What follows belongs to an exercise in optimizing a design on an open flow for small area; a production flow would make more cautious choices.
In this exercise RTL edits were held to simulation tests only and were not proved equivalent to the original.
Power is estimated from default activity; no workload was simulated.

Design TopLevel, start of the top module:
module TopLevel(
	input clk,
	input rst,
	output reg [9:0] output_data,
	output SPWM_1,
	output SPWM_2
);
Settings: LEC_CHECK=0, ABC_AREA=1, CAP_MARGIN=20, CORE_MARGIN=2, CORE_UTILIZATION=20, CTS_CLUSTER_SIZE=30, GPL_TIMING_DRIVEN=0, PLACE_DENSITY=0.35, SLEW_MARGIN=20, SYNTH_MEMORY_MAX_BITS=262144; clock period 10.0 ns.
standard.sh (not shown) runs the stock make flow with config.mk's settings and CLKGATE_MAP_FILE= SYNTH_SCRIPT=/design/flow/synth_recipe.tcl, a recipe that flattens the netlist after the stock synthesis.
==> flow/flow/run.sh <==
#!/bin/bash
# Own layout flow: the standard layout (standard.sh, ORFS make), with one
# change to synthesis: the final ABC mapping uses an area-oriented script
# (flow/area.abc) and no buffering/upsizing, and the ORFS adder
# extraction (extract_fa) and Kogge-Stone lookahead map are not used.
# Port buffers use the smallest buffer cell.
# Everything else (Yosys front end, -nofsm -noshare, flattening, renaming,
# floorplan, PDN, placement, CTS, routing) is the standard flow.
set -euo pipefail
W=$(pwd)
# synthesis script: ORFS synth.tcl with only its abc call replaced
sed "s#log_cmd abc {\*}\$abc_args#abc -script $W/flow/area.abc {*}\$lib_args {*}\$lib_dont_use_args#" \
  "$FLOW_HOME/scripts/synth.tcl" > "$W/own_synth_body.tcl"
grep -q "flow/area.abc" "$W/own_synth_body.tcl"
sed "s#source \$::env(SCRIPTS_DIR)/synth.tcl#source $W/own_synth_body.tcl#" \
  "$W/synth_recipe.tcl" > "$W/own_synth.tcl"
grep -q "own_synth_body.tcl" "$W/own_synth.tcl"
bash "$W/standard.sh" SYNTH_SCRIPT="$W/own_synth.tcl" ADDER_MAP_FILE= SYNTH_OPERATIONS_ARGS=-nordff BUFFER_PORTS_ARGS="-buffer_cell sky130_fd_sc_hd__buf_1" CTS_ARGS="-sink_clustering_enable -repair_clock_nets -dont_use_dummy_load -sink_clustering_size 30 -sink_clustering_max_diameter 100 -buf_list sky130_fd_sc_hd__clkbuf_8" finish \
  > "$W/flow_make.log" 2>&1
test -f "$W/out/final.def"
==> flow/flow/area.abc <==
strash
&get -n
&deepsyn -T 60
&put
dch -f
amap
The starting point went through all stages and came out clean.
Edit:
--- a/flow/flow/run.sh
+++ b/flow/flow/run.sh
@@ -17,3 +17,3 @@
 grep -q "own_synth_body.tcl" "$W/own_synth.tcl"
-bash "$W/standard.sh" SYNTH_SCRIPT="$W/own_synth.tcl" ADDER_MAP_FILE= SYNTH_OPERATIONS_ARGS=-nordff BUFFER_PORTS_ARGS="-buffer_cell sky130_fd_sc_hd__buf_1" CTS_ARGS="-sink_clustering_enable -repair_clock_nets -dont_use_dummy_load -sink_clustering_size 30 -sink_clustering_max_diameter 100 -buf_list sky130_fd_sc_hd__clkbuf_8" finish \
+bash "$W/standard.sh" SYNTH_SCRIPT="$W/own_synth.tcl" ADDER_MAP_FILE= SYNTH_OPERATIONS_ARGS=-nordff BUFFER_PORTS_ARGS="-buffer_cell sky130_fd_sc_hd__buf_1" CTS_ARGS="-sink_clustering_enable -repair_clock_nets -dont_use_dummy_load -sink_clustering_size 30 -sink_clustering_max_diameter 100" finish \
   > "$W/flow_make.log" 2>&1
Outcome: The changed run completed without violations. Clock skew drops by 6.8 ps. Worst setup slack is better by 8.5 ps. Final cell count stays the same. Final area rose by 2.1%. Non-clock buffer count is unchanged. Area after synthesis stays the same.
Edit:
--- a/flow/flow/run.sh
+++ b/flow/flow/run.sh
@@ -5,3 +5,4 @@
 # extraction (extract_fa) and Kogge-Stone lookahead map are not used.
-# Port buffers use the smallest buffer cell.
+# Port buffers use the smallest buffer cell. Clock tree: clkbuf_8 buffers,
+# no dummy loads.
 # Everything else (Yosys front end, -nofsm -noshare, flattening, renaming,
@@ -17,3 +18,3 @@
 grep -q "own_synth_body.tcl" "$W/own_synth.tcl"
-bash "$W/standard.sh" SYNTH_SCRIPT="$W/own_synth.tcl" ADDER_MAP_FILE= SYNTH_OPERATIONS_ARGS=-nordff BUFFER_PORTS_ARGS="-buffer_cell sky130_fd_sc_hd__buf_1" CTS_ARGS="-sink_clustering_enable -repair_clock_nets -dont_use_dummy_load -sink_clustering_size 30 -sink_clustering_max_diameter 100" finish \
+bash "$W/standard.sh" SYNTH_SCRIPT="$W/own_synth.tcl" ADDER_MAP_FILE= SYNTH_OPERATIONS_ARGS=-nordff BUFFER_PORTS_ARGS="-buffer_cell sky130_fd_sc_hd__buf_1" CTS_ARGS="-sink_clustering_enable -repair_clock_nets -dont_use_dummy_load -sink_clustering_size 30 -sink_clustering_max_diameter 100 -buf_list sky130_fd_sc_hd__clkbuf_8" finish \
   > "$W/flow_make.log" 2>&1
==> flow/flow/area.abc (replaced) <==
strash
&get -n
&deepsyn -I 4 -T 240 -S 7
&put
dch -f
amap
=>
- The new run ran to the end with no violations
- first-iteration DRC count increases by 16%
- wire length barely changes
- power increases by about 7%
- worst setup slack degrades by 1000 ps
- global-route usage increases by 0.11 points
- via count decreases by about 1.9%
- count of clock-buffer cells in the layout is unchanged
- non-clock buffer count does not change
- clock skew increases by 6.8 ps
- die area decreases by 1.2%
Edit:
--- a/flow/flow/run.sh
+++ b/flow/flow/run.sh
@@ -5,4 +5,3 @@
 # extraction (extract_fa) and Kogge-Stone lookahead map are not used.
-# Port buffers use the smallest buffer cell. Clock tree: clkbuf_8 buffers,
-# no dummy loads.
+# Port buffers use the smallest buffer cell.
 # Everything else (Yosys front end, -nofsm -noshare, flattening, renaming,
@@ -18,3 +17,3 @@
 grep -q "own_synth_body.tcl" "$W/own_synth.tcl"
-bash "$W/standard.sh" SYNTH_SCRIPT="$W/own_synth.tcl" ADDER_MAP_FILE= SYNTH_OPERATIONS_ARGS=-nordff BUFFER_PORTS_ARGS="-buffer_cell sky130_fd_sc_hd__buf_1" CTS_ARGS="-sink_clustering_enable -repair_clock_nets -dont_use_dummy_load -sink_clustering_size 30 -sink_clustering_max_diameter 100 -buf_list sky130_fd_sc_hd__clkbuf_8" finish \
+bash "$W/standard.sh" SYNTH_SCRIPT="$W/own_synth.tcl" ADDER_MAP_FILE= SYNTH_OPERATIONS_ARGS=-nordff BUFFER_PORTS_ARGS="-buffer_cell sky130_fd_sc_hd__buf_1" finish \
   > "$W/flow_make.log" 2>&1
==> flow/flow/area.abc (replaced) <==
strash
&get -n
&deepsyn -T 60
&put
dch -f
amap
Outcome:
- The changed run completed with no timing, DRC or antenna violations
- synthesized cell count rises by 1.5%
- clock skew falls by 15 ps
- power falls by 3.2%
- count of clock-buffer cells in the layout rises by 1
- core utilization rises by 0.40 points
- wire length stays flat
- sequential power stays flat
- maximum frequency rises by 18%

==> port drivers added, routing unchanged <==
The results above use ideal ports. As a check the final layouts listed here were re-extracted and re-timed, cells and wires unchanged. Step 1 assumes that a clkbuf_16 drives the clock port and a buf_2 every other input. Step 2 times the ports against the registers' clock, not the clock port: input delays grow and output delays shrink by t, the midpoint of the rising clock arrivals with the driver on. Three values: ideal, step 1, step 2; two values: the first two.
run | t, ns | setup WS [ns] | worst setup path at the end
the first run | 0.387 | 4.472 / 4.472 / 4.472 | register to register
the second run | 0.372 | 4.480 / 4.480 / 4.480 | register to register
the third run | 0.388 | 3.457 / 3.457 / 3.457 | register to register
the fourth run | 0.375 | 4.462 / 4.462 / 4.462 | register to register
After both steps setup and hold are still met in every run listed.
